Background: an optimization exercise with open tools, aiming at small area. Do not read the settings as production practice.
Function was checked by simulation only, so behaviour that the tests miss may differ from the original.
Power and IR drop assume default switching activity.

red:
==> flow/design.v <==
module distortion (
    input  wire signed [15:0] in_sample,
    input  wire [1:0]         mode,
    input  wire               en,
    output reg  [15:0]        v,        
    output wire               v16,      
    output reg                sh_neg,   
    output reg  [1:0]         sh_amt    
);
    wire [15:0] x = in_sample;
    wire        s = x[15];
    wire [14:0] u = x[14:0] ^ {15{s}};    
    function lev;
        input [14:0] a;
        input [14:0] c;
        integer i;
        reg r;
        begin
            r = 1'b1;
            for (i = 0; i < 15; i = i + 1)
                r = c[i] ? (~a[i] | r) : (~a[i] & r);
            lev = r;
        end
    endfunction
    reg [14:0] cg, cl, cm;
    always @(*) begin
        case ({mode, s})
            3'b000: begin cg = 15'd255;  cl = 15'd0;     cm = 15'd0;     end
            3'b001: begin cg = 15'd254;  cl = 15'd0;     cm = 15'd0;     end
            3'b010: begin cg = 15'd511;  cl = 15'd10000; cm = 15'd20000; end
            3'b011: begin cg = 15'd510;  cl = 15'd9999;  cm = 15'd19999; end
            3'b100: begin cg = 15'd767;  cl = 15'd3375;  cm = 15'd6750;  end
            3'b101: begin cg = 15'd766;  cl = 15'd3374;  cm = 15'd6749;  end
            3'b110: begin cg = 15'd1023; cl = 15'd1125;  cm = 15'd2250;  end
            default: begin cg = 15'd1022; cl = 15'd1124; cm = 15'd2249;  end
        endcase
    end
    wire m0    = (mode == 2'd0);
    wire pass  = en & ~lev(u, cg);
    wire lin_c = lev(u, cl);
    wire mid_c = lev(u, cm);
    wire z    = pass & m0;
    wire lin  = pass & ~m0 & lin_c;
    wire mid  = pass & ~m0 & ~lin_c & mid_c;
    wire flat = pass & ~m0 & ~mid_c;
    reg [15:0] k;
    always @(*) begin
        k = 16'd0;
        if (mid)
            case (mode)
                2'd1:    k = s ? -16'sd29999 : 16'sd30000;
                2'd2:    k = s ? -16'sd10125 : 16'sd10125;
                default: k = s ? -16'sd3375  : 16'sd3375;
            endcase
        else if (flat)
            case (mode)
                2'd1:    k = s ? -16'sd25000 : 16'sd25000;
                2'd2:    k = s ? -16'sd16875 : 16'sd16875;
                default: k = s ? -16'sd11250 : 16'sd11250;
            endcase
    end
    wire [15:0] a = x & {16{z | lin | mid}};
    integer i;
    reg c;
    always @(*) begin
        c = 1'b0;
        for (i = 0; i < 16; i = i + 1) begin
            v[i] = a[i] ^ k[i] ^ c;
            c = a[i] & k[i] | a[i] & c | k[i] & c;
        end
    end
    assign v16 = s & mid;
    always @(*) begin
        sh_neg = mid & (mode == 2'd1);
        if (lin)
            sh_amt = mode;
        else if (mid & (mode == 2'd3))
            sh_amt = 2'd1;
        else
            sh_amt = 2'd0;
    end
endmodule
module pedal_audio(
    input  wire        AUD_BCLK,
    input  wire        reset,
    input  wire [1:0]  SW,
    input  wire        AUD_ADCLRCK,
    input  wire        AUD_ADCDAT,
    output wire        AUD_DACLRCK,
    output wire        AUD_DACDAT
);
    reg [1:0] mode_bclk_ff1, mode_bclk_ff2;
    always @(posedge AUD_BCLK) begin
        if (reset) begin
            mode_bclk_ff1 <= 2'b00;
            mode_bclk_ff2 <= 2'b00;
        end else begin
            mode_bclk_ff1 <= SW;
            mode_bclk_ff2 <= mode_bclk_ff1;
        end
    end
    reg        lrclk_prev;
    reg [4:0]  bit_count;
    reg [16:0] cur;
    reg [15:0] oth;
    reg        oth_ok;
    reg        sh_neg;
    reg [1:0]  sh_amt;
    reg        dacdat;
    wire boundary = AUD_ADCLRCK ^ lrclk_prev;
    wire load     = boundary | reset;
    wire [15:0] d_v;
    wire        d_v16, d_sh_neg;
    wire [1:0]  d_sh_amt;
    distortion u_dist (
        .in_sample(oth),
        .mode(mode_bclk_ff2),
        .en(oth_ok & ~reset),
        .v(d_v),
        .v16(d_v16),
        .sh_neg(d_sh_neg),
        .sh_amt(d_sh_amt)
    );
    reg tap, late;
    always @(*) begin
        case (sh_amt)
            2'd0: tap = cur[15];
            2'd1: tap = cur[14];
            2'd2: tap = cur[13];
            default: tap = cur[12];
        endcase
        if (sh_neg)
            tap = cur[16];
        case (sh_amt)
            2'd0: late = 1'b0;
            2'd1: late = (bit_count[3:0] == 4'd15);
            2'd2: late = (bit_count[3:1] == 3'd7);
            default: late = (bit_count[3:2] == 2'd3) & (bit_count[1] | bit_count[0]);
        endcase
        if (sh_neg)
            late = 1'b0;
    end
    always @(posedge AUD_BCLK) begin
        lrclk_prev <= AUD_ADCLRCK & ~reset;
        if (load)
            bit_count <= 5'd0;
        else if (!bit_count[4])
            bit_count <= bit_count + 5'd1;
        if (load)
            cur <= {d_v16, d_v};
        else if (!bit_count[4])
            cur <= {cur[15:0], AUD_ADCDAT};
        if (boundary)
            oth <= cur[15:0];
        if (reset)
            oth_ok <= 1'b0;
        else if (boundary)
            oth_ok <= bit_count[4];
        if (load) begin
            sh_neg <= d_sh_neg;
            sh_amt <= d_sh_amt;
        end
        if (load)
            dacdat <= 1'b0;
        else
            dacdat <= tap & ~late & ~bit_count[4];
    end
    assign AUD_DACDAT  = dacdat;
    assign AUD_DACLRCK = AUD_ADCLRCK;
endmodule
==> flow/config.mk <==
export PLATFORM = sky130hd
export DESIGN_NAME = pedal_audio
export DESIGN_NICKNAME = pedal_audio
export VERILOG_FILES = /design/flow/design.v
export SDC_FILE = /design/flow/constraint.sdc
export NUM_CORES = 4
export LEC_CHECK = 0
export ABC_AREA = 1
export CAP_MARGIN = 20
export CORE_MARGIN = 2
export CORE_UTILIZATION = 40
export CTS_BUF_LIST = sky130_fd_sc_hd__clkbuf_16
export CTS_CLUSTER_DIAMETER = 500
export CTS_CLUSTER_SIZE = 64
export SLEW_MARGIN = 20
==> flow/constraint.sdc <==
create_clock -name core_clock -period 20.0 [get_ports {AUD_BCLK}]
set_input_delay 4.0000 -clock core_clock [delete_from_list [all_inputs] [get_ports {AUD_BCLK}]]
set_output_delay 4.0000 -clock core_clock [all_outputs]
set_load 0.01 [all_outputs]
run.sh (not shown) runs the stock make flow with config.mk's settings and CLKGATE_MAP_FILE= SYNTH_SCRIPT=/design/flow/synth_recipe.tcl, a recipe that flattens the netlist after the stock synthesis.
The final layout from red, which completed every stage, passed the timing, DRC and antenna checks at the end of the flow.
The inputs of blue differ from those of red as listed below.
Settings: swapping sky130_fd_sc_hd__clkbuf_16 for sky130_fd_sc_hd__clkbuf_8 in CTS_BUF_LIST; swapping 64 for 30 in CTS_CLUSTER_SIZE; swapping 500 for 200 in CTS_CLUSTER_DIAMETER.
--- outcome ---
blue: all stages complete, timing, DRC and antenna checks passed. Wire length: blue vs red, no meaningful difference. From blue to red, total negative setup slack did not move at all. Per the comparison of blue with red, shortest clock period the worst path allows after layout down 0.014 ns, sum of met2 wire segment lengths after detailed routing up about 2.2%, final design instance area without fill down about 1%. Re leakage dissipation: blue and red aren't equal, and the lower value belongs to blue. The power dissipated in the clock network of blue falls short of that of red by 22%. Average wire length per cell after detail routing: red vs blue — no meaningful difference. Comparing blue and red, the lower setup slack was measured on red.
diff inputs: blue => green
Settings: clearing CTS_BUF_LIST, which used to be sky130_fd_sc_hd__clkbuf_8; clearing CTS_CLUSTER_SIZE, which used to be 30; clearing CTS_CLUSTER_DIAMETER, which used to be 200.
Notes after the runs:
Post-detailed-routing wire length of green is on par with blue. green vs. blue: part of the total power dissipated in the clock network went up by 0.2 points. From blue to green the numbers moved as follows: count of clock buffers in the final design higher, total power roughly the same, average wire per standard cell roughly the same, synthesized area roughly the same, sequential share of layout area roughly the same.

========
Setup of east:
pedal_audio, a different RTL version from the one above (not shown whole).
For scale: roughly 300 cells after synthesis, about 8 I/O pins, about 0.0026 mm² of cells after synthesis.
export LEC_CHECK = 0
export ABC_AREA = 1
export CAP_MARGIN = 20
export CORE_MARGIN = 2
export CORE_UTILIZATION = 40
export GPL_TIMING_DRIVEN = 0
export SLEW_MARGIN = 20
export BUFFER_PORTS_ARGS = -buffer_cell sky130_fd_sc_hd__buf_1
export CTS_ARGS = -sink_clustering_enable -repair_clock_nets -dont_use_dummy_load -buf_list sky130_fd_sc_hd__clkbuf_2 -root_buf sky130_fd_sc_hd__clkbuf_8
create_clock -name core_clock -period 20.0 [get_ports {AUD_BCLK}]
standard.sh (not shown) runs the stock make flow with config.mk's settings and CLKGATE_MAP_FILE= SYNTH_SCRIPT=/design/flow/synth_recipe.tcl, a recipe that flattens the netlist after the stock synthesis.
==> flow/flow/run.sh <==
#!/bin/bash
# Own layout flow: the standard flow (standard.sh), with
#  * area-only ABC mapping in synthesis (flow/abc_area_only.tcl),
#  * the smallest buffer on each port,
#  * clock tree synthesis without dummy loads.
# Each step's full output is in orfs/logs/; make's output is in flow_make.log.
set -euo pipefail
W=$(pwd)
F=$W/flow
export AREA_ABC_SCRIPT=$F/area.script
cat $F/abc_area_only.tcl $W/synth_recipe.tcl > $W/area_synth.tcl
sed "s#$W/synth_recipe.tcl#$W/area_synth.tcl#g" $W/standard.sh > $W/area_standard.sh
grep -q area_synth.tcl $W/area_standard.sh
cat >> $W/config.mk <<'EOC'
export BUFFER_PORTS_ARGS = -buffer_cell sky130_fd_sc_hd__buf_1
export CTS_ARGS = -sink_clustering_enable -repair_clock_nets -dont_use_dummy_load -buf_list sky130_fd_sc_hd__clkbuf_2 -root_buf sky130_fd_sc_hd__clkbuf_8
EOC
bash $W/area_standard.sh > $W/flow_make.log 2>&1
==> flow/flow/abc_area_only.tcl <==
# Area-only technology mapping: ABC gets flow/area.script (plain area
# mapping) in place of ORFS's script, which also buffers and upsizes gates
# for speed; the clock period here leaves a wide margin. Everything else in
# the standard synthesis is unchanged, so the registers keep their names and
# cell types.
proc abc {args} {
  set i [lsearch -exact $args -script]
  if { $i >= 0 } {
    set args [lreplace $args [expr {$i + 1}] [expr {$i + 1}] $::env(AREA_ABC_SCRIPT)]
  }
  set j [lsearch -exact $args -D]
  if { $j >= 0 } {
    set args [lreplace $args $j [expr {$j + 1}]]
  }
  yosys abc {*}$args
}
==> flow/flow/area.script <==
strash
dch
amap
topo
east: no failed stages, no open violations at the end
[inputs] middle vs east
# east
export LEC_CHECK = 0
export ABC_AREA = 1
export CAP_MARGIN = 20
export CORE_MARGIN = 2
export CORE_UTILIZATION = 40
export GPL_TIMING_DRIVEN = 0
export SLEW_MARGIN = 20
export BUFFER_PORTS_ARGS = -buffer_cell sky130_fd_sc_hd__buf_1
export CTS_ARGS = -sink_clustering_enable -repair_clock_nets -dont_use_dummy_load -buf_list sky130_fd_sc_hd__clkbuf_2 -root_buf sky130_fd_sc_hd__clkbuf_8
create_clock -name core_clock -period 20.0 [get_ports {AUD_BCLK}]
# middle
export LEC_CHECK = 0
export ABC_AREA = 1
export CAP_MARGIN = 20
export CORE_MARGIN = 2
export CORE_UTILIZATION = 40
export SLEW_MARGIN = 20
export BUFFER_PORTS_ARGS = -buffer_cell sky130_fd_sc_hd__buf_1
export CTS_ARGS = -sink_clustering_enable -repair_clock_nets -dont_use_dummy_load -buf_list sky130_fd_sc_hd__clkbuf_2 -root_buf sky130_fd_sc_hd__clkbuf_8
create_clock -name core_clock -period 20.0 [get_ports {AUD_BCLK}]
-- flow/flow/abc_area_only.tcl --
<<< east, line 1
# Area-only technology mapping: ABC gets flow/area.script (plain area
>>> middle, line 1
# Area-only technology mapping. ABC gets flow/area.script (plain area
<<< east, line 3
# for speed; the clock period here leaves a wide margin. Everything else in
# the standard synthesis is unchanged, so the registers keep their names and
# cell types.
>>> middle, line 3
# for speed; the clock period here leaves a wide margin. Full and half adders
# are not extracted into fixed fa/ha cells first, so ABC maps that logic
# with the rest. Everything else in the standard synthesis is unchanged, so
# the registers keep their names and cell types.
unset -nocomplain ::env(ADDER_MAP_FILE)
## What came out
- Delta(width of the die, middle - east) < 0
- For maximum clock frequency, dividing the value from east by the value from middle gives 0.903.
- The shortest period the worst path allows reported for middle is smaller than that of east by 1070 ps.
- On clock group power, middle tracks east almost exactly.
- Diff east..middle | portion of total power attributed to the clock network | negligible
- Comparing middle and east, the higher final design area excluding fillers is on east.
- Of middle and east, east shows the lower number of non-clock inverters in the layout, with middle above it.
- Looking at number of non-clock buffers, middle sits 2 below east.
- As far as power is concerned, east and middle perform about the same.

========
pedal_audio, a different RTL version from the one above (not shown whole).
Size in the first run: ~320 cells after synthesis, roughly 49 flip-flops, about 8 I/O pins, roughly 0.0026 mm² of cells after synthesis.
Settings: LEC_CHECK=0, ABC_AREA=1, CAP_MARGIN=20, CORE_MARGIN=2, CORE_UTILIZATION=40, SLEW_MARGIN=20, BUFFER_PORTS_ARGS=-buffer_cell sky130_fd_sc_hd__buf_1, CTS_ARGS=-sink_clustering_enable -repair_clock_nets -dont_use_dummy_load -buf_list sky130_fd_sc_hd__clkbuf_2 -root_buf sky130_fd_sc_hd__clkbuf_8; clock period 20.0 ns.
==> flow/flow/abc_area_only.tcl <==
# Area-only technology mapping. ABC gets flow/area.script (plain area
# mapping) in place of ORFS's script, which also buffers and upsizes gates
# for speed; the clock period here leaves a wide margin. Full and half adders
# are not extracted into fixed fa/ha cells first, so ABC maps that logic
# with the rest. Everything else in the standard synthesis is unchanged, so
# the registers keep their names and cell types.
unset -nocomplain ::env(ADDER_MAP_FILE)
proc abc {args} {
  set i [lsearch -exact $args -script]
  if { $i >= 0 } {
    set args [lreplace $args [expr {$i + 1}] [expr {$i + 1}] $::env(AREA_ABC_SCRIPT)]
  }
  set j [lsearch -exact $args -D]
  if { $j >= 0 } {
    set args [lreplace $args $j [expr {$j + 1}]]
  }
  yosys abc {*}$args
}
Scripts as last shown in full above: flow/flow/run.sh, flow/flow/area.script
The starting point finished with timing, DRC and antenna clean.
Next try:
--- a/flow/flow/run.sh
+++ b/flow/flow/run.sh
@@ -14,5 +14,5 @@
 cat >> $W/config.mk <<'EOC'
 export BUFFER_PORTS_ARGS = -buffer_cell sky130_fd_sc_hd__buf_1
-export CTS_ARGS = -sink_clustering_enable -repair_clock_nets -dont_use_dummy_load -buf_list sky130_fd_sc_hd__clkbuf_2 -root_buf sky130_fd_sc_hd__clkbuf_8
+export CTS_ARGS = -repair_clock_nets -dont_use_dummy_load -buf_list sky130_fd_sc_hd__clkbuf_16 -root_buf sky130_fd_sc_hd__clkbuf_16
 EOC
 bash $W/area_standard.sh > $W/flow_make.log 2>&1
- CTS_ARGS: -sink_clustering_enable -repair_clock_nets -dont_use_dummy_load -buf_list sky130_fd_sc_hd__clkbuf_2 -root_buf sky130_fd_sc_hd__clkbuf_8 -> -repair_clock_nets -dont_use_dummy_load -buf_list sky130_fd_sc_hd__clkbuf_16 -root_buf sky130_fd_sc_hd__clkbuf_16
The changed run completed with no timing, DRC or antenna violations; core utilization is higher by 0.89 points; setup slack got worse by 25 ps; via count is lower by 0.66%.

========
Another version of the RTL of pedal_audio (not shown whole).
Size in the first run: ~49 flip-flops, roughly 8 I/O pins, about 0.0031 mm² of cells after synthesis.
// pedal_audio
module pedal_audio(
    input  wire        AUD_BCLK,
    input  wire        reset,
    input  wire [1:0]  SW,
    input  wire        AUD_ADCLRCK,
    input  wire        AUD_ADCDAT,
    output wire        AUD_DACLRCK,
    output wire        AUD_DACDAT
);
export LEC_CHECK = 0
export ABC_AREA = 1
export CAP_MARGIN = 20
export CORE_MARGIN = 2
export CORE_UTILIZATION = 40
export SLEW_MARGIN = 20
create_clock -name core_clock -period 20.0 [get_ports {AUD_BCLK}]
run.sh (not shown) runs the stock make flow with config.mk's settings and CLKGATE_MAP_FILE= SYNTH_SCRIPT=/design/flow/synth_recipe.tcl, a recipe that flattens the netlist after the stock synthesis.
Stock flow here: none of the scripts above is used.
Change:
==> flow/flow/run.sh (new file) <==
#!/bin/bash
# Own layout flow: the standard flow (standard.sh), with
#  * area-only ABC mapping in synthesis (flow/abc_area_only.tcl),
#  * the smallest buffer on each port,
#  * clock tree synthesis without dummy loads.
# Each step's full output is in orfs/logs/; make's output is in flow_make.log.
set -euo pipefail
W=$(pwd)
F=$W/flow
export AREA_ABC_SCRIPT=$F/area.script
cat $F/abc_area_only.tcl $W/synth_recipe.tcl > $W/area_synth.tcl
sed "s#$W/synth_recipe.tcl#$W/area_synth.tcl#g" $W/standard.sh > $W/area_standard.sh
grep -q area_synth.tcl $W/area_standard.sh
cat >> $W/config.mk <<'EOC'
export BUFFER_PORTS_ARGS = -buffer_cell sky130_fd_sc_hd__buf_1
export CTS_ARGS = -sink_clustering_enable -repair_clock_nets -dont_use_dummy_load -buf_list sky130_fd_sc_hd__clkbuf_8
EOC
bash $W/area_standard.sh > $W/flow_make.log 2>&1
==> flow/flow/abc_area_only.tcl (new file) <==
# Area-only technology mapping: ABC gets flow/area.script (plain area
# mapping) in place of ORFS's script, which also buffers and upsizes gates
# for speed; the clock period here leaves a wide margin. Everything else in
# the standard synthesis is unchanged, so the registers keep their names and
# cell types.
proc abc {args} {
  set i [lsearch -exact $args -script]
  if { $i >= 0 } {
    set args [lreplace $args [expr {$i + 1}] [expr {$i + 1}] $::env(AREA_ABC_SCRIPT)]
  }
  set j [lsearch -exact $args -D]
  if { $j >= 0 } {
    set args [lreplace $args $j [expr {$j + 1}]]
  }
  yosys abc {*}$args
}
==> flow/flow/area.script (new file) <==
strash
dch
map -a
topo
==> flow/standard.sh (new file) <==
#!/bin/bash
# synth_recipe.tcl (not shown) runs the flow's synth.tcl, then flattens the netlist and writes it again
# the make line also repeats each setting of config.mk as NAME=value (left out here)
make -C /OpenROAD-flow-scripts/flow DESIGN_CONFIG=/design/flow/config.mk WORK_HOME=/design/flow/orfs CLKGATE_MAP_FILE= SYNTH_SCRIPT=/design/flow/synth_recipe.tcl "${@:-finish}"
- BUFFER_PORTS_ARGS: not set -> -buffer_cell sky130_fd_sc_hd__buf_1
- CTS_ARGS: not set -> -sink_clustering_enable -repair_clock_nets -dont_use_dummy_load -buf_list sky130_fd_sc_hd__clkbuf_8
removed: flow/run.sh
Outcome:
- wire length shrinks by a little under a tenth
- clock-buffer cell count shrinks by 1
- total power is lower by a little under a tenth
- sequential cell count does not change
- setup slack is better by 0.14 ns
- first-iteration DRC count falls by roughly a tenth
- final cell count goes down by roughly a tenth
- design area fell by roughly a tenth
- utilization went up by 0.49 points
Change:
--- a/flow/flow/run.sh
+++ b/flow/flow/run.sh
@@ -16 +16 @@
-export CTS_ARGS = -sink_clustering_enable -repair_clock_nets -dont_use_dummy_load -buf_list sky130_fd_sc_hd__clkbuf_8
+export CTS_ARGS = -sink_clustering_enable -repair_clock_nets -dont_use_dummy_load -buf_list sky130_fd_sc_hd__clkbuf_4 -root_buf sky130_fd_sc_hd__clkbuf_8
==> flow/flow/area.script (replaced) <==
strash
dch
amap
topo
- CTS_ARGS: -sink_clustering_enable -repair_clock_nets -dont_use_dummy_load -buf_list sky130_fd_sc_hd__clkbuf_8 -> -sink_clustering_enable -repair_clock_nets -dont_use_dummy_load -buf_list sky130_fd_sc_hd__clkbuf_4 -root_buf sky130_fd_sc_hd__clkbuf_8
- final cell count is lower by 12%
- via count is lower by 6.3%
- register-to-register slack got worse by 0.49 ns
- cell area is lower by 3.3%
Change:
--- a/flow/flow/run.sh
+++ b/flow/flow/run.sh
@@ -16 +16 @@
-export CTS_ARGS = -sink_clustering_enable -repair_clock_nets -dont_use_dummy_load -buf_list sky130_fd_sc_hd__clkbuf_4 -root_buf sky130_fd_sc_hd__clkbuf_8
+export CTS_ARGS = -sink_clustering_enable -repair_clock_nets -dont_use_dummy_load -buf_list sky130_fd_sc_hd__clkbuf_2 -root_buf sky130_fd_sc_hd__clkbuf_8
- CTS_ARGS: -sink_clustering_enable -repair_clock_nets -dont_use_dummy_load -buf_list sky130_fd_sc_hd__clkbuf_4 -root_buf sky130_fd_sc_hd__clkbuf_8 -> -sink_clustering_enable -repair_clock_nets -dont_use_dummy_load -buf_list sky130_fd_sc_hd__clkbuf_2 -root_buf sky130_fd_sc_hd__clkbuf_8
Result: Clock skew stays the same. Register-to-register slack is about the same. Utilization stays the same.

## port drivers added, routing unchanged
How much do the figures lean on ideal ports? The routed layouts below were timed once more, with nothing changed but the port constraints. Step 1: set_driving_cell puts a clkbuf_16 on AUD_BCLK and a buf_2 on each other input, an assumption about the parent block. Step 2 moves the port delays by t, midway between the first and last clock arrival at a register: inputs arrive t later, outputs are due t later. That takes back most of the time a late clock gives input paths. Slacks: ideal ports / drivers / drivers and shift; pairs: ideal ports / drivers.
run | shift t [ns] | setup WS [ns] | hold WS [ns] | worst setup path at the end | worst register clock-pin slew, ns
red | 0.314 | 8.282 / 8.293 / 7.979 | 0.403 / 0.403 / 0.403 | input to register | 0.06 / 0.06
blue | 0.324 | 8.296 / 8.304 / 7.980 | 0.406 / 0.406 / 0.406 | input to register | 0.09 / 0.09
green | 0.324 | 8.295 / 8.303 / 7.979 | 0.406 / 0.406 / 0.406 | input to register | 0.09 / 0.09
east | 0.321 | 8.975 / 8.980 / 8.659 | 0.329 / 0.329 / 0.329 | input to register | 0.09 / 0.09
middle | 0.319 | 10.042 / 10.049 / 9.731 | 0.331 / 0.331 / 0.331 | input to register | 0.09 / 0.09
the first run of note 3 | 0.323 | 11.628 / 11.600 / 11.331 | 0.334 / 0.334 / 0.334 | input to register | 0.09 / 0.09
the second run of note 3 | 0.313 | 11.604 / 11.602 / 11.301 | 0.328 / 0.328 / 0.328 | input to register | 0.06 / 0.06
the first run of note 4 | 0.330 | 10.826 / 10.797 / 10.797 | 0.332 / 0.332 / 0.332 | input to output | 0.09 / 0.09
the second run of note 4 | 0.320 | 10.963 / 10.972 / 10.652 | 0.333 / 0.333 / 0.333 | input to register | 0.08 / 0.08
the third run of note 4 | 0.314 | 10.591 / 10.590 / 10.277 | 0.333 / 0.333 / 0.333 | input to register | 0.09 / 0.09
the fourth run of note 4 | 0.314 | 10.591 / 10.590 / 10.277 | 0.333 / 0.333 / 0.333 | input to register | 0.09 / 0.09
After both steps every run listed still meets setup and hold.
